Source: an optimization exercise on an open RTL-to-GDS flow (aim: small area and a short achievable clock period). Production flows keep margins and buffers that such runs may drop. The RTL of this run was laid out without a check of its function. Power is estimated from default activity; no workload was simulated.

**flow/design.v**
```verilog
module add_sub (
    input  wire [31:0] A, B,
    input  wire        clk,
    input  wire        reset,
    input  wire        stt,         
    input  wire        op_add,      
    output reg  [31:0] result,
    output reg        result_valid
);
reg comp_fr, comp_se, comp_th, comp_fo, comp_fi;  
wire [23:0] mantissax;  
wire [7:0] expx;  
reg [31:0] A0, B0;
reg        op_add0;
wire       comp;
reg [23:0] A1_mantissa, B1_mantissa;
reg [7:0]  A1_exp, B1_exp;
reg        A1_sign, B1_sign;
reg        op_add1;
reg [23:0] B2_aligned, A2_mantissa;
reg [7:0]  exp2;
reg        op_add2;
reg        A2_sign, B2_sign;
reg [23:0] mantissa2;
reg        carry2;
reg [23:0] mantissa3;
reg [7:0]  exp3;
reg        op_add3;
reg        sign3;
reg        sign5;
reg        carry3;
reg [22:0] mantissa4;
reg [7:0]  exp4;
reg        sign4;
wire [31:0] result5;
reg [4:0] valid_pipe; 
FloatingCompare comp_abs (
  .A(A[31:0]),
  .B(B[31:0]),
  .result(comp)
);
mantissa_normalizer norm (
    .mantissa_in(mantissa2),
    .exponent_in(exp2),
    .mantissa_out(mantissax),
    .exponent_out(expx)
);
always @(posedge clk) begin
    if (reset) begin
        A0 <= 0; B0 <= 0; op_add0 <= 0; comp_fr <= 0;
        valid_pipe[0] <= 0;
    end else if (stt) begin
        A0 <= comp ? A : B;
        B0 <= comp ? B : A;
        op_add0 <= op_add;
        comp_fr <= comp; 
        valid_pipe[0] <= stt; 
    end else valid_pipe[0] <= 0;
end
always @(posedge clk) begin
    valid_pipe[1] <= valid_pipe[0];
    if (valid_pipe[0] && (!reset) ) begin 
        A1_sign <= A0[31];
        B1_sign <= B0[31];
        A1_exp  <= A0[30:23];
        B1_exp  <= B0[30:23];
        A1_mantissa <= (A0[30:23] == 8'h00) ? {1'b0, A0[22:0]} : {1'b1, A0[22:0]};
        B1_mantissa <= (B0[30:23] == 8'h00) ? {1'b0, B0[22:0]} : {1'b1, B0[22:0]};
        op_add1 <= op_add0;
        comp_se <= comp_fr; 
    end else begin
        A1_sign <= 0;
        B1_sign <= 0;
        A1_exp <= 0;
        B1_exp <= 0;
        A1_mantissa <= 0;
        B1_mantissa <= 0;
        op_add1 <= 0;
        comp_se <= 0; 
    end
end
always @(posedge clk) begin
    valid_pipe[2] <= valid_pipe[1];
    if (valid_pipe[1] && (!reset)) begin
        exp2 <= A1_exp;
        op_add2 <= op_add1;
        comp_th <= comp_se;
        A2_sign <= A1_sign;
        B2_sign <= B1_sign;
        if (op_add1) begin
            {carry2, mantissa2} <= (A1_sign ~^ B1_sign) ?
                (A1_mantissa + (B1_mantissa >> (A1_exp - B1_exp))) :
                (A1_mantissa - (B1_mantissa >> (A1_exp - B1_exp)));
        end else begin
            {carry2, mantissa2} <= (A1_sign ~^ B1_sign) ?
                (A1_mantissa - (B1_mantissa >> (A1_exp - B1_exp))) :
                (A1_mantissa + (B1_mantissa >> (A1_exp - B1_exp)));
        end
    end else begin
        exp2 <= 0;
        op_add2 <= 0;
        A2_sign <= 0;
        B2_sign <= 0;
        mantissa2 <= 0;
        carry2 <= 0;
        comp_th <= 0; 
    end
end
always @(posedge clk) begin
    valid_pipe[3] <= valid_pipe[2];
    if (valid_pipe[2] && (!reset)) begin
        sign3 <= A2_sign;
        op_add3 <= op_add2;
        sign5 <= B2_sign;  
        comp_fo <= comp_th; 
        carry3 <= carry2;
        if (carry2) begin
            mantissa3 <= mantissa2 >> 1;
            exp3 <= (exp2 < 8'hFF) ? exp2 + 1 : 8'hFF;
        end else begin
            mantissa3 <= mantissax;
            exp3 <= expx;
        end
    end else begin
        sign3 <= 0;
        op_add3 <= 0;
        mantissa3 <= 0;
        exp3 <= 0;
        comp_fo <= 0; 
        carry3 <= 0;
    end
end
always @(posedge clk) begin
    valid_pipe[4] <= valid_pipe[3];
    if (valid_pipe[3] && (!reset)) begin
        comp_fi <= comp_fo;
        if (mantissa3 == 0 && carry3 == 0)begin
            exp4 <= 8'h00;  
            mantissa4 <= 23'b0;  
            sign4 <= 1'b0;  
        end else if (exp3 == 8'hff) begin 
            exp4 <= 8'h00;  
            mantissa4 <= 23'b0; 
            sign4 <= 1'b0; 
        end else begin
            exp4 <= exp3;
            mantissa4 <= mantissa3[22:0];
            if (!op_add3) begin
                if ((!sign3) && (sign5)) begin
                   if (comp_fo) sign4 <= 1'b0;
                   else sign4 <= 1'b1;
                end else if ((sign3) && (!sign5)) begin
                    if (comp_fo) sign4 <= 1'b1;
                   else sign4 <= 1'b0;
                end else if ((!sign3) &&(!sign5)) begin
                    if(!comp_fo) sign4 <= 1'b1;
                    else sign4 <= 1'b0;
                end else if ((sign3) && (sign5)) begin
                    if(!comp_fo)sign4 <= 1'b0;
                    else sign4 <= 1'b1;
                end 
            end else begin
                sign4 <= sign3;
            end
        end
    end else begin
        exp4 <= 0;
        mantissa4 <= 0;
        sign4 <= 0;
        comp_fi <= 0;  
    end
end 
always @(posedge clk) begin
    if (valid_pipe[4] && (!reset)) begin
        result <= {sign4, exp4, mantissa4};  
        result_valid <= 1'b1;  
    end else begin
        result_valid <= 1'b0;
        result <= 32'b0; 
    end
end
endmodule
module FloatingCompare (
input  [31:0] A,
input  [31:0] B,
output reg    result
);
always @(*) begin
    if (A[30:23] != B[30:23]) begin 
        result = (A[30:23] > B[30:23]) ? 1'b1 : 1'b0;  
    end
    else begin
        if(A[22:0] != B[22:0])begin
            result = (A[22:0] > B[22:0]) ? 1'b1 : 1'b0;  
        end else begin 
            result = 1'b1;
        end
    end 
end
endmodule
module mantissa_normalizer (
    input  wire [23:0] mantissa_in,      
    input  wire [7:0]  exponent_in,      
    output wire [23:0] mantissa_out,     
    output wire [7:0]  exponent_out      
);
    function [4:0] count_leading_zeros;
        input [23:0] in;
        begin
            casex (in)
                24'b1xxxxxxxxxxxxxxxxxxxxxxx: count_leading_zeros = 5'd0;
                24'b01xxxxxxxxxxxxxxxxxxxxxx: count_leading_zeros = 5'd1;
                24'b001xxxxxxxxxxxxxxxxxxxxx: count_leading_zeros = 5'd2;
                24'b0001xxxxxxxxxxxxxxxxxxxx: count_leading_zeros = 5'd3;
                24'b00001xxxxxxxxxxxxxxxxxxx: count_leading_zeros = 5'd4;
                24'b000001xxxxxxxxxxxxxxxxxx: count_leading_zeros = 5'd5;
                24'b0000001xxxxxxxxxxxxxxxxx: count_leading_zeros = 5'd6;
                24'b00000001xxxxxxxxxxxxxxxx: count_leading_zeros = 5'd7;
                24'b000000001xxxxxxxxxxxxxxx: count_leading_zeros = 5'd8;
                24'b0000000001xxxxxxxxxxxxxx: count_leading_zeros = 5'd9;
                24'b00000000001xxxxxxxxxxxxx: count_leading_zeros = 5'd10;
                24'b000000000001xxxxxxxxxxxx: count_leading_zeros = 5'd11;
                24'b0000000000001xxxxxxxxxxx: count_leading_zeros = 5'd12;
                24'b00000000000001xxxxxxxxxx: count_leading_zeros = 5'd13;
                24'b000000000000001xxxxxxxxx: count_leading_zeros = 5'd14;
                24'b0000000000000001xxxxxxxx: count_leading_zeros = 5'd15;
                24'b00000000000000001xxxxxxx: count_leading_zeros = 5'd16;
                24'b000000000000000001xxxxxx: count_leading_zeros = 5'd17;
                24'b0000000000000000001xxxxx: count_leading_zeros = 5'd18;
                24'b00000000000000000001xxxx: count_leading_zeros = 5'd19;
                24'b000000000000000000001xxx: count_leading_zeros = 5'd20;
                24'b0000000000000000000001xx: count_leading_zeros = 5'd21;
                24'b00000000000000000000001x: count_leading_zeros = 5'd22;
                24'b000000000000000000000001: count_leading_zeros = 5'd23;
                default: count_leading_zeros = 5'd24;  
            endcase
        end
    endfunction
    wire [4:0] shift_amount = count_leading_zeros(mantissa_in);
    assign mantissa_out  = mantissa_in << shift_amount;
    assign exponent_out  = exponent_in - shift_amount;
endmodule
module buff_as (
input clk,
input rst,
input enable, 
input [31:0] in_data,
output reg [31:0] out_data
);
reg [31:0] bsa;
reg [31:0] bsn;
reg [31:0]  bus;
reg [31:0] bsz;
reg [31:0]  buz;
always @(posedge clk) begin
    if (enable) bsa <= in_data;
    else bsa <= 0;
end
always @(posedge clk) begin    
    bsn <= bsa;
    bus <= bsn;
    bsz <= bus;
    buz <= bsz;
    out_data <= buz;
end 
  endmodule   
module buff_mul (
input clk,
input rst,
input enable, 
input [31:0] in_data,
output reg [31:0] out_data
);
reg [31:0] bsa;
reg [31:0] bsn;
reg [31:0]  bus;
reg [31:0] bsz;
reg [31:0]  buz;
reg [31:0] bsb;
always @(posedge clk) begin
    if (enable) bsa <= in_data;
    else bsa <= 0;
end 
always @(posedge clk) begin
    bsn <= bsa;
    bus <= bsn;
    bsz <= bus;
    buz <= bsz;
    bsb <= buz;
    out_data <= bsb;
   end 
  endmodule   
module mul (
    input  wire        clk,
    input  wire        rst,
    input  wire        stt,  
    input  wire [31:0] a,
    input  wire [31:0] b,
    output reg  [31:0] z,
    output reg        com
);
reg [6:0] valid_pipe;
reg [23:0] a_m1, b_m1;
reg [9:0]  a_e1, b_e1;
reg        a_s1, b_s1;
always @(posedge clk) begin
    if (rst) begin
        a_m1 <= 0;
        b_m1 <= 0;
        a_e1 <= 0;
        b_e1 <= 0;
        a_s1 <= 0;
        b_s1 <= 0;
        valid_pipe[0] <= 0;
    end else begin
        if (stt) begin  
            a_m1 <= a[22:0];
            b_m1 <= b[22:0];
            a_e1 <= a[30:23] - 127;  
            b_e1 <= b[30:23] - 127;  
            a_s1 <= a[31];           
            b_s1 <= b[31];           
            valid_pipe[0] <= 1; 
        end else begin 
            a_m1 <= 0;
            b_m1 <= 0;
            a_e1 <= 0;
            b_e1 <= 0;
            a_s1 <= 0;
            b_s1 <= 0;
            valid_pipe[0] <= 0;
        end
    end
end
reg [23:0] a_m2, b_m2;
reg [9:0]  a_e2, b_e2;
reg        a_s2, b_s2;
reg [31:0] z2;
reg        early_exit;
always @(posedge clk) begin
    if (valid_pipe[0]) begin
        a_m2 <= a_m1;
        b_m2 <= b_m1;
        a_e2 <= a_e1;
        b_e2 <= b_e1;
        a_s2 <= a_s1;
        b_s2 <= b_s1;
        early_exit <= 0;
        z2 <= 0;
        valid_pipe[1] <= 1;
        if ((a_e1 == 128 && a_m1 != 0) || (b_e1 == 128 && b_m1 != 0)) begin
            z2 <= {1'b1, 8'hFF, 1'b1, 22'b0};   
            early_exit <= 1;
        end else if (a_e1 == 128) begin
            z2 <= {a_s1 ^ b_s1, 8'hFF, 23'b0};
            if (b_e1 == -127 && b_m1 == 0) begin
                z2 <= {1'b1, 8'hFF, 1'b1, 22'b0};   
            end
            early_exit <= 1;
        end else if (b_e1 == 128) begin
            z2 <= {a_s1 ^ b_s1, 8'hFF, 23'b0};
            if (a_e1 == -127 && a_m1 == 0) begin
                z2 <= {1'b1, 8'hFF, 1'b1, 22'b0};   
            end
            early_exit <= 1;
        end else if ((a_e1 == -127 && a_m1 == 0) || (b_e1 == -127 && b_m1 == 0)) begin
            z2 <= {a_s1 ^ b_s1, 31'b0};   
            early_exit <= 1;
        end else begin
            if (a_e1 == -127) a_e2 <= -126; else a_m2[23] <= 1;
            if (b_e1 == -127) b_e2 <= -126; else b_m2[23] <= 1;
        end
    end else begin
        valid_pipe[1] <= 0;
    end 
end
reg [23:0] a_m3, b_m3;
reg [9:0]  a_e3, b_e3;
reg        a_s3, b_s3;
always @(posedge clk) begin
    if (valid_pipe[1]) begin
        a_m3 <= a_m2;
        b_m3 <= b_m2;
        a_s3 <= a_s2;
        b_s3 <= b_s2;
        a_e3 <= (~a_m2[23]) ? a_e2 - 1 : a_e2;
        valid_pipe[2] <= 1;
        b_e3 <= (~b_m2[23]) ? b_e2 - 1 : b_e2;
        if (~a_m2[23]) a_m3 <= a_m2 << 1;
        if (~b_m2[23]) b_m3 <= b_m2 << 1; 
    end else valid_pipe[2] <= 0; 
end
    reg [49:0] product4;
    reg [9:0]  z_e4;
    reg        z_s4;
    always @(posedge clk) begin
        if (valid_pipe[2]) begin
            product4 <= a_m3 * b_m3 * 4;
            z_e4 <= a_e3 + b_e3 + 1;
            z_s4 <= a_s3 ^ b_s3;
            valid_pipe[3] <= 1;
        end else valid_pipe[3] <=0;
    end
    reg [23:0] z_m5;
    reg        guard5, round5, sticky5;
    reg [9:0]  z_e5;
    reg        z_s5;
    always @(posedge clk) begin
        if (valid_pipe[3]) begin
            z_m5 <= product4[49:26];
            guard5  <= product4[25];
            round5  <= product4[24];
            sticky5 <= |product4[23:0];
            z_e5 <= z_e4;
            z_s5 <= z_s4;
            valid_pipe[4] <= 1;
       end else valid_pipe[4] <= 0;
    end
    reg [23:0] z_m6;
    reg [9:0]  z_e6;
    reg        z_s6;
    always @(posedge clk) begin
        if (valid_pipe[4]) begin 
            z_m6 <= z_m5;
            z_e6 <= z_e5;
            z_s6 <= z_s5;
            valid_pipe[5] <= 1;
            if ($signed(z_e5) < -126) begin
                z_e6 <= z_e5 + (-126 - $signed(z_e5));
                z_m6 <= z_m5 >> (-126 - $signed(z_e5));
            end else if (~z_m5[23]) begin
                z_e6 <= z_e5 - 1;
                z_m6 <= (z_m5 << 1) | guard5;
            end else if (guard5 && (round5 | sticky5 | z_m5[0])) begin
                z_m6 <= z_m5 + 1;
                if (z_m5 == 24'hffffff)  z_e6 <= z_e5 + 1;
            end
        end else valid_pipe[5] <= 0;
    end
    always @(posedge clk) begin
        if (valid_pipe[5]) begin 
            valid_pipe[6] <= 1;
            if (early_exit) z <= z2;
            else begin
                z[31] <= z_s6;
                z[30:23] <= ($signed(z_e6) > 127) ? 8'hFF :
                            ($signed(z_e6) == -126 && ~z_m6[23]) ? 8'h00 :
                            z_e6[7:0] + 127;
                z[22:0] <= ($signed(z_e6) > 127) ? 0 : z_m6[22:0];
                com <= 1'b1;
            end
        end else com <= 0;
    end
endmodule
module dct_core (
    input                clk,
    input                rst_n,
    input                start,
    input signed [255:0] a1,
    output reg           done,
    output reg [255:0]   final_output
);
reg signed [31:0] a [0:7];
reg signed [31:0] g0, g1, g2, g3, g4, g5, g6, g7;
reg reset1;
reg stage; 
reg stage1;  
reg stage2;  
reg stage3;  
reg stage4;  
reg stage5;  
reg stage6;  
wire [7:0] re_val_fi;
wire [6:0] re_val_se;
wire [3:0] re_val_th;
wire [5:0] re_val_fiv;
wire [3:0] re_val_si;
wire [4:0] valid ;
parameter  m1 = 32'h3f350481;
parameter  m2 = 32'h3ec3f141;
parameter  m3 = 32'h3f0a8c15;
parameter  m4 = 32'h3fa73b64;
reg signed [31:0] b0, b1, b2, b3, b4, b5, b6, b7;
reg signed [31:0] c0, c1, c2, c3, c4, c5, c6, c7;
reg signed [31:0] d0, d1, d2, d3, d4, d5, d6, d7,d8;
reg signed [31:0] e0, e1, e2, e3, e4, e5, e6, e7,e8;
reg signed [31:0] f0, f1, f2, f3, f4, f5, f6, f7;
wire signed [31:0] resu_a0, resu_a1, resu_a2, resu_a3, resu_a4, resu_a5, resu_a6, resu_a7;
wire signed [31:0] resu_b0, resu_b1, resu_b2, resu_b3, resu_b4, resu_b5, resu_b6, res_b;
wire signed [31:0] resu_c0, resu_c1, resu_c2, resu_c3, resu_c4, resu_c5, resu_c6, res_c2, res_c4, res_c5, res_c6, res_c7;
wire signed [31:0] resu_d2, resu_d3, resu_d4, resu_d6, resu_d7, res_d0, res_d1, res_d5, res_d8;
wire signed [31:0] resu_e2, resu_e3, resu_e4, resu_e5, resu_e6, resu_e7, res_e0, res_e1;
wire signed [31:0] resu_f1, resu_f3, resu_f5, resu_f7, res_f0, res_f1, res_f2, res_f3;
wire signed [31:0] resu_g1, resu_g3, resu_g5, resu_g7;
wire signed [31:0] resu_g0, resu_g2, resu_g4, resu_g6;
always @(posedge clk ) begin
    if (rst_n) begin
        reset1 <= 1;  
        stage <= 0;
    end else begin
        case (start) 
            1:begin
                a[0] <= a1[255:224];
                a[1] <= a1[223:192];
                a[2] <= a1[191:160];
                a[3] <= a1[159:128];
                a[4] <= a1[127:96];
                a[5] <= a1[95:64];
                a[6] <= a1[63:32];
                a[7] <= a1[31:0];
                stage <= 1;
                reset1 <= 0;  
            end 
            0:begin
                stage <= 0;
            end
        endcase
    end
end
add_sub as1_1(a[0], a[7], clk, reset1, stage, 1'b1, resu_a0, re_val_fi[0]);
add_sub as1_2(a[1], a[6], clk, reset1, stage, 1'b1, resu_a1, re_val_fi[1]);
add_sub as1_3(a[2], a[5], clk, reset1, stage, 1'b1, resu_a4, re_val_fi[2]);
add_sub as1_4(a[3], a[4], clk, reset1, stage, 1'b1, resu_a5, re_val_fi[3]);
add_sub as1_5(a[3], a[4], clk, reset1, stage, 1'b0, resu_a2, re_val_fi[4]);
add_sub as1_6(a[1], a[6], clk, reset1, stage, 1'b0, resu_a3, re_val_fi[5]);
add_sub as1_7(a[2], a[5], clk, reset1, stage, 1'b0, resu_a6, re_val_fi[6]);
add_sub as1_8(a[0], a[7], clk, reset1, stage, 1'b0, resu_a7, re_val_fi[7]);
always @(posedge clk) begin
    if (rst_n) begin
        stage1 <= 0;
    end else if (re_val_fi == 8'hff) begin
        b0 <= resu_a0;
        b1 <= resu_a1;
        b2 <= resu_a2;
        b3 <= resu_a3;
        b4 <= resu_a4;
        b5 <= resu_a5;
        b6 <= resu_a6;
        b7 <= resu_a7;
        stage1 <= 1;
    end else begin
        stage1 <= 0;
    end
end
add_sub as2_1(b0, b5, clk, reset1, stage1, 1'b1, resu_b0, re_val_se[0]);
add_sub as2_2(b1, b4, clk, reset1, stage1, 1'b0, resu_b1, re_val_se[1]);
add_sub as2_3(b2, b6, clk, reset1, stage1, 1'b1, resu_b2, re_val_se[2]);
add_sub as2_4(b1, b4, clk, reset1, stage1, 1'b1, resu_b3, re_val_se[3]);
add_sub as2_5(b3, b7, clk, reset1, stage1, 1'b1, resu_b5, re_val_se[4]);
add_sub as2_6(b0, b5, clk, reset1, stage1, 1'b0, resu_b4, re_val_se[5]);
add_sub as2_7(b3, b6, clk, reset1, stage1, 1'b1, resu_b6, re_val_se[6]);
always @(posedge clk) begin
    if (rst_n) begin
        stage2 <= 0;
    end else if (re_val_se == 7'b1111111) begin
        c0 <= resu_b0;
        c1 <= resu_b1;
        c2 <= resu_b2;                          
        c3 <= resu_b3;
        c4 <= resu_b4;
        c5 <= resu_b5;
        c7 <= res_b;    
        c6 <= resu_b6;  
        stage2 <= 1;
    end else begin
        stage2 <= 0;
    end
end
buff_as buff1 (clk, reset1, stage1, b7, res_b);
add_sub as3_1(c0, c3, clk, reset1, stage2, 1'b1, resu_c0, re_val_th[0]);
add_sub as3_2(c0, c3, clk, reset1, stage2, 1'b0, resu_c1, re_val_th[1]);
add_sub as3_4(c1, c4, clk, reset1, stage2, 1'b1, resu_c3, re_val_th[2]);
add_sub as3_5(c2, c5, clk, reset1, stage2, 1'b0, resu_c4, re_val_th[3]);
always @(posedge clk) begin
    if (rst_n) begin
        stage3 <= 0;
    end else if (re_val_th == 4'hf) begin
        d0 <= resu_c0;
        d1 <= resu_c1;
        d2 <= res_c2;
        d3 <= resu_c3;
        d4 <= resu_c4;
        d5 <= res_c4;  
        d6 <= res_c5;  
        d7 <= res_c6;  
        d8 <= res_c7;  
        stage3 <= 1;
    end else stage3 <= 0;
end
buff_as buff12 (clk, reset1, stage2, c2, res_c2);
buff_as buff13 (clk, reset1, stage2, c4, res_c4);
buff_as buff14 (clk, reset1, stage2, c5, res_c5);
buff_as buff15 (clk, reset1, stage2, c6, res_c6);
buff_as buff16 (clk, reset1, stage2, c7, res_c7);
mul m4_1(clk, reset1, stage3, m3, d2, resu_d2, valid[0]);
mul m4_2(clk, reset1, stage3, m1, d7, resu_d3, valid[1]);
mul m4_3(clk, reset1, stage3, m4, d6, resu_d4, valid[2]);
mul m4_4(clk, reset1, stage3, m1, d3, resu_d6, valid[3]);
mul m4_5(clk, reset1, stage3, m2, d4, resu_d7, valid[4]);
always @(posedge clk) begin
    if (rst_n) begin
        stage4 <= 0;
    end else if (valid == 5'b11111) begin
        e0 <= res_d0;
        e1 <= res_d1;
        e2 <= resu_d2;
        e3 <= resu_d3;
        e4 <= resu_d4;
        e5 <= res_d5;  
        e6 <= resu_d6;  
        e7 <= resu_d7;  
        e8 <= res_d8;  
        stage4 <= 1;
    end else begin
        stage4 <= 0;
    end
end
buff_mul buff2 (clk, reset1, stage3, d0, res_d0);
buff_mul buff3 (clk, reset1, stage3, d1, res_d1);
buff_mul buff4 (clk, reset1, stage3, d5, res_d5);
buff_mul buff5 (clk, reset1, stage3, d8, res_d8);
add_sub as5_1(e5, e6, clk, reset1, stage4, 1'b1, resu_e2, re_val_fiv[0]);
add_sub as5_2(e5, e6, clk, reset1, stage4, 1'b0, resu_e3, re_val_fiv[1]);
add_sub as5_3(e3, e8, clk, reset1, stage4, 1'b1, resu_e4, re_val_fiv[2]);
add_sub as5_4(e8, e3, clk, reset1, stage4, 1'b0, resu_e5, re_val_fiv[3]);
add_sub as5_5(e2, e7, clk, reset1, stage4, 1'b1, resu_e6, re_val_fiv[4]);
add_sub as5_6(e4, e7, clk, reset1, stage4, 1'b1, resu_e7, re_val_fiv[5]);
always @(posedge clk) begin
    if (rst_n) begin
        stage5 <= 0;
    end else if (re_val_fiv == 6'b111111) begin
        f0 <= res_e0;
        f1 <= res_e1;
        f2 <= resu_e2;
        f3 <= resu_e3;
        f4 <= resu_e4;
        f5 <= resu_e5;  
        f6 <= resu_e6;  
        f7 <= resu_e7;  
        stage5 <= 1;
    end else begin
        stage5 <= 0;
    end
end
buff_as buff6 (clk, reset1, stage4, e0, res_e0);
buff_as buff7 (clk, reset1, stage4, e1, res_e1);
add_sub as6_1(f4, f7, clk, reset1, stage5, 1'b1, resu_f1, re_val_si[0]);                                    
add_sub as6_3(f6, f5, clk, reset1, stage5, 1'b1, resu_f5, re_val_si[1]);
add_sub as6_5(f5,f6,  clk, reset1, stage5, 1'b0, resu_f3, re_val_si[2]);
add_sub as6_6(f4, f7, clk, reset1, stage5, 1'b0, resu_f7, re_val_si[3]);
 always @(posedge clk) begin
    if (rst_n) begin
            stage6 <= 0;
    end else if (re_val_si[3:0] == 4'hf) begin
            g0 <= res_f0;
            g2 <= res_f2;
            g4 <= res_f1;
            g6 <= res_f3; 
            g1 <= resu_f1;
            g3 <= resu_f3;
            g5 <= resu_f5; 
            g7 <= resu_f7; 
            stage6 <= 1;
    end else stage6 <= 0;
end
buff_as buff8 (clk, reset1, stage5, f0, res_f0);
buff_as buff9 (clk, reset1, stage5, f1, res_f1);
buff_as buff10 (clk, reset1, stage5, f3, res_f3);
buff_as buff11 (clk, reset1, stage5, f2, res_f2);
always @(posedge clk) begin
    if (rst_n) begin
        done <= 0;
        final_output <= 256'h0;
    end else if (stage6 == 1) begin
        final_output <= {g0, g1, g2, g3, g4, g5, g6, g7};
        done <= 1;
    end else begin 
        done <= 0;
        final_output <= 256'h0;  
    end
end
endmodule
```
**flow/run.sh**
```bash
#!/bin/bash
# synth_recipe.tcl (not shown) runs the flow's synth.tcl, then flattens the netlist and writes it again
# the make line also repeats each setting of config.mk as NAME=value (left out here)
make -C /OpenROAD-flow-scripts/flow DESIGN_CONFIG=/design/flow/config.mk WORK_HOME=/design/flow/orfs CLKGATE_MAP_FILE= SYNTH_SCRIPT=/design/flow/synth_recipe.tcl finish
```
**flow/config.mk**
```make
export PLATFORM = sky130hd
export DESIGN_NAME = dct_core
export DESIGN_NICKNAME = dct_core
export VERILOG_FILES = /design/flow/design.v
export SDC_FILE = /design/flow/constraint.sdc
export NUM_CORES = 8
export LEC_CHECK = 0
export CAP_MARGIN = 20
export CORE_MARGIN = 2
export CORE_UTILIZATION = 40
export SLEW_MARGIN = 40
```
**flow/constraint.sdc**
```tcl
create_clock -name core_clock -period 10.0 [get_ports {clk}]
set_input_delay 2.0000 -clock core_clock [delete_from_list [all_inputs] [get_ports {clk}]]
set_output_delay 2.0000 -clock core_clock [all_outputs]
set_load 0.01 [all_outputs]
```
==> run notes <==
The placeable core region is 1450000 um^2, and the number of distinct standard cells referenced by the synthesized netlist is 121. The measured slew at the worst slew-check pin came out at 0.897 ns. The reg-to-reg setup timing slack is 1.32 ns, and the final routed wire length divided by cell count is 18.9 um. At the end of the flow the core is filled with cells to 45.2%. The worst clock skew on the final layout came out at 0.132 ns.

Number of global-route vias before repair: 371000. The logs give 137000 for the number of fill cells in the layout and 443 for the number of placement rows. The run finished with no timing, DRC or antenna violations. Setup repair after global routing left no endpoint under its margin. The routed via count divided by cell count came out at 4.97. Once detail routing completed, the nets flagged for antenna violations numbered 0. The run gives 50.7% as the proportion of synthesized chip area in sequential cells. In this run, placement finished with an instance count of 73100. For this design the static power due to leakage is 273 nW.

Timing analysis after detailed placement gives a worst setup slack of 1.34 ns. For this run, the number of standard cells in the final layout without fillers is 75900. When the netlist entered floorplanning its net count stood at 59900.

The clock edge transition at the registers on the reported setup and hold paths is 0.07 ns, and the share of final-layout standard cells stronger than drive strength 1 is 7.04%. For this run, asynchronously set or reset flops after synthesis account for 0%. Counting flops with a built-in enable in the synthesized netlist gives 3080. By instance count, the cell type seen most on the critical path is sky130_fd_sc_hd__fa_1.

The setup path with the least slack is of type reg2reg. In this run the vertical extent of the chip is 1.21 mm. Library cell contributing the largest single delay on the critical path: sky130_fd_sc_hd__edfxtp_1. The worst hold path terminates at buff6.buz[31]$_DFF_P_. Entering global routing, the biggest net connects 207 pins. The number of buffers inserted by port buffering is 515, and the setup-violating endpoint count in the final report is 0.

On the final layout, the worst hold slack is 0.245 ns. The number of buffers inserted by post-CTS setup repair is 0. Via count of the routed design: 377000.

Hold violation total from the final report: 0. For this run, the leading register cell type out of synthesis is sky130_fd_sc_hd__dfxtp_1. For the maximum count of clock buffers along a single path, the log shows 6. The ratio of total power to cell area was 166 nW/um^2; the total DRC errors in the routed layout was 0.

The logs give 0 for the aggregate global routing overflow and 656000 um^2 for the post-route standard cell area excluding fillers. The logs give 13200 for the clock net sink count and 109 mW for the power after layout. Clock latency on the worst-skew pair, taken at its later pin, is 1.33 ns. The number of hold-repair buffers added at the cts stage is 0, and the average footprint of a synthesized cell is 10.5 um^2. TritonCTS built the clock tree. Final-stage net count: 60000. Final max-slew violation count: 0.

In this run the number of H-tree levels came out at 7. The launching point of the worst reg2reg path was m4_4.a_m3[17]$_SDFFCE_PP0P_. The classification of the worst-slack hold path was reg2reg. The run gives 0.910 as the placer's final routability congestion estimate.

Number of detailed-routing iterations run before antenna repair: 8. The worst setup path is captured at a flop. The run gives 9.66 ns as the critical path arrival. The run gives 1.32 ns as the final worst-path setup slack. Across every metal layer, demand over resource in global routing totals 19.0%. The tools report the total half-perimeter wirelength after legalization and detailed placement as 1100 mm. The biggest fanout along the worst timing path is 15. IR analysis of the VDD net gives a maximum drop of 171 uV. For this design the top-level I/O count stands at 516. For the total of warnings raised by yosys, the log shows 9. The tools report the summed instance area of the synthesized netlist as 582000 um^2.

The worst setup path is launched from a flop. Derived from the worst setup path, the maximum achievable clock frequency is 115 MHz. For this block, the routed nets add up to 1430 mm of wire.

Adding up every negative setup slack in the final design gives 0 ns. Portion of the clock cycle consumed by the worst path in the final layout: 86.8%. The worst pin sits at a relative slew slack of 40.2%.

The logic depth of the worst register-to-register path is 26. Root buffer selected by CTS: sky130_fd_sc_hd__clkbuf_16. The floorplan step defined a die boundary enclosing 1460000 um^2. The worst hold path begins at buff6.bsz[31]$_DFF_P_. Worst flop-to-flop path endpoint: m4_4.product4[49]$_DFFE_PP_. Across the run, the number of max-cap violations was 0.

For the worst setup path, the data required time is 10.98 ns. The worst hold path was traced through 0 stages. Initial standard-cell utilization of the core: 40.0%.

The die is 1.21 mm wide. The number of antenna violations at the first check in global routing is 90, and the growth of design area from synthesis to finish is 12.8%. The clock period minus worst slack is 8.68 ns, and the flip-flop and latch count after synthesis is 13200. The delay of the slowest cell on the worst path was 0.56 ns. After clock tree synthesis, the repair step resized 0 gates. For the violation count after the first detailed-route iteration, the log shows 23500. The cell count after synthesis is 55200. For the number of CTS-inserted buffers, the log shows 1433. In this run the cell area measured after placement is 608000 um^2. The first global-routing pass estimated 2220 mm of wire.
==> logic make-up after synthesis <==
kind of cell             count (synthesis)  share of synthesized area, %
flip-flops                           13200                          50.7
AO/OA/AOI/OAI                         9218                          10.4
XOR/XNOR                              1526                          2.30
AND/OR/NAND/NOR                      16600                          14.2
adder cells (fa/ha/maj)               4487                          11.4
buffers and inverters                 6507                          4.25
multiplexers                          3615                          6.77
==> synth_stat cells (983+ instances only) <==
master,instances,area share [%]
sky130_fd_sc_hd__xnor2_1,983,1.5
sky130_fd_sc_hd__nor2_1,4533,2.9
sky130_fd_sc_hd__inv_1,3953,2.6
sky130_fd_sc_hd__and2_1,4883,5.3
sky130_fd_sc_hd__fa_1,1343,4.6
sky130_fd_sc_hd__dfxtp_1,10100,35
sky130_fd_sc_hd__edfxtp_1,3080,16
sky130_fd_sc_hd__o21ai_0,1781,1.5
sky130_fd_sc_hd__a211oi_1,1627,2.1
sky130_fd_sc_hd__clkbuf_1,2164,1.4
sky130_fd_sc_hd__a21oi_1,2336,2.0
sky130_fd_sc_hd__mux2i_1,3005,5.2
sky130_fd_sc_hd__nand2_1,3554,2.3
sky130_fd_sc_hd__ha_1,3144,6.8
==> state kept, by name, indices dropped and copies added, names as in the netlist, 46 cells and up <==
signal,flops
a,256
final_output,256
m4_1.product4,48
m4_2.product4,48
m4_4.product4,48
m4_5.product4,48
m4_3.product4,46
==> per-layer routing <==
metal	routed length (um)	GRT usage (%)
met2	673000	32.2
met4	59700	7.20
met3	53300	2.12
met5	48	0
met1	649000	25.0
==> worst max-delay path: cells and delay by family (launching register included) <==
family	cells	cell delay (ns)
AOI/OAI and AO/OA	9	2.48
xor gates and xnor gates	1	0.12
adders and majority gates	8	3.61
buffers and inverters	5	0.48
DFF	1	0.56
and+or+nand+nor	3	1.09
==> worst max path at each step <==
| stage | start | end | slack, ns | depth (start not counted) |
|---|---|---|---|---|
| floorplan | rst_n | b0[0]$_DFFE_PP_ | -4.29 | 2 |
| global placement | m4_4.a_m3[17]$_SDFFCE_PP0P_ | m4_4.product4[49]$_DFFE_PP_ | 1.16 | 25 |
| detailed placement | m4_4.a_m3[17]$_SDFFCE_PP0P_ | m4_4.product4[49]$_DFFE_PP_ | 1.34 | 26 |
| CTS | m4_4.a_m3[17]$_SDFFCE_PP0P_ | m4_4.product4[49]$_DFFE_PP_ | 1.29 | 26 |
| global route | m4_4.a_m3[17]$_SDFFCE_PP0P_ | m4_4.product4[49]$_DFFE_PP_ | 0.93 | 26 |
| finish | m4_4.a_m3[17]$_SDFFCE_PP0P_ | m4_4.product4[49]$_DFFE_PP_ | 1.32 | 26 |
==> layout by cell type, fill, tap and decap left out, types with 147 or more instances in the layout <==
cell                                  n
sky130_fd_sc_hd__edfxtp_1          3080
sky130_fd_sc_hd__o22ai_1            280
sky130_fd_sc_hd__xor2_1             518
sky130_fd_sc_hd__and2_1            4883
sky130_fd_sc_hd__a21oi_1           2331
sky130_fd_sc_hd__or2_2              172
sky130_fd_sc_hd__fa_1              1337
sky130_fd_sc_hd__mux2_2             388
sky130_fd_sc_hd__mux2i_1           3005
sky130_fd_sc_hd__clkbuf_1           298
sky130_fd_sc_hd__clkdlybuf4s50_1    514
sky130_fd_sc_hd__clkinv_2           228
sky130_fd_sc_hd__inv_1             3949
sky130_fd_sc_hd__a211oi_1          1625
sky130_fd_sc_hd__nor3_1             778
sky130_fd_sc_hd__o211ai_1           163
sky130_fd_sc_hd__ha_1              3140
sky130_fd_sc_hd__mux4_2             217
sky130_fd_sc_hd__dfxtp_1          10100
sky130_fd_sc_hd__clkbuf_16         1501
sky130_fd_sc_hd__or3_1              175
sky130_fd_sc_hd__a21o_1             597
sky130_fd_sc_hd__buf_4              475
sky130_fd_sc_hd__o21bai_1           262
sky130_fd_sc_hd__clkbuf_8           203
sky130_fd_sc_hd__nor2_1            4513
sky130_fd_sc_hd__xnor2_1            944
sky130_fd_sc_hd__and3_1             218
sky130_fd_sc_hd__a22o_1             208
sky130_fd_sc_hd__nand4_1            269
sky130_fd_sc_hd__o21ai_0           1771
sky130_fd_sc_hd__nand2b_1           291
sky130_fd_sc_hd__nor2b_1            393
sky130_fd_sc_hd__nand3_1            610
sky130_fd_sc_hd__nand2_1           3553
sky130_fd_sc_hd__nor4_1             444
sky130_fd_sc_hd__a31oi_1            227
sky130_fd_sc_hd__a311oi_1           147
sky130_fd_sc_hd__o21a_1             246
==> layout make-up <==
| type | instances | area [um^2] | share of cell area (%) |
|---|---|---|---|
| flip-flops and latches | 13200 | 295000 | 45.0 |
| multi-input cells | 35500 | 264000 | 40.2 |
| clock buffers | 2003 | 41500 | 6.32 |
| well taps | 19400 | 24200 | 3.69 |
| inverters | 4009 | 15000 | 2.29 |
| repair buffers | 1098 | 10600 | 1.61 |
| clock inverters | 554 | 5730 | 0.874 |
| diodes | 139 | 348 | 0.0530 |
==> power by group <==
part | total, mW | internal [mW] | leakage [nW] | switching (mW)
logic | 1.76 | 0.704 | 139 | 1.06
clock network | 52.3 | 31.2 | 23.2 | 21.1
registers | 54.6 | 54.5 | 111 | 0.132

-- what the ideal ports hide --
How much do the figures lean on ideal ports? The routed layout below was timed once more, with nothing changed but the port constraints.
Step 1 assumes that a clkbuf_16 drives the clock port and a buf_2 every other input.
Step 2 times the ports against the registers' clock, not the clock port: input delays grow and output delays shrink by t, the midpoint of the rising clock arrivals with the driver on.
Three values: ideal, step 1, step 2; two values: the first two.
t (ns): 1.429
slack for setup (ns): 1.324 / 1.324 / 1.324
worst setup path after step 2: register to register
worst register clock-pin slew, ns: 0.08 / 0.08
After both steps this run still meets setup and hold. For this run, drivers alone change the setup slack by 0.000 ns; drivers and shift together by 0.000 ns.
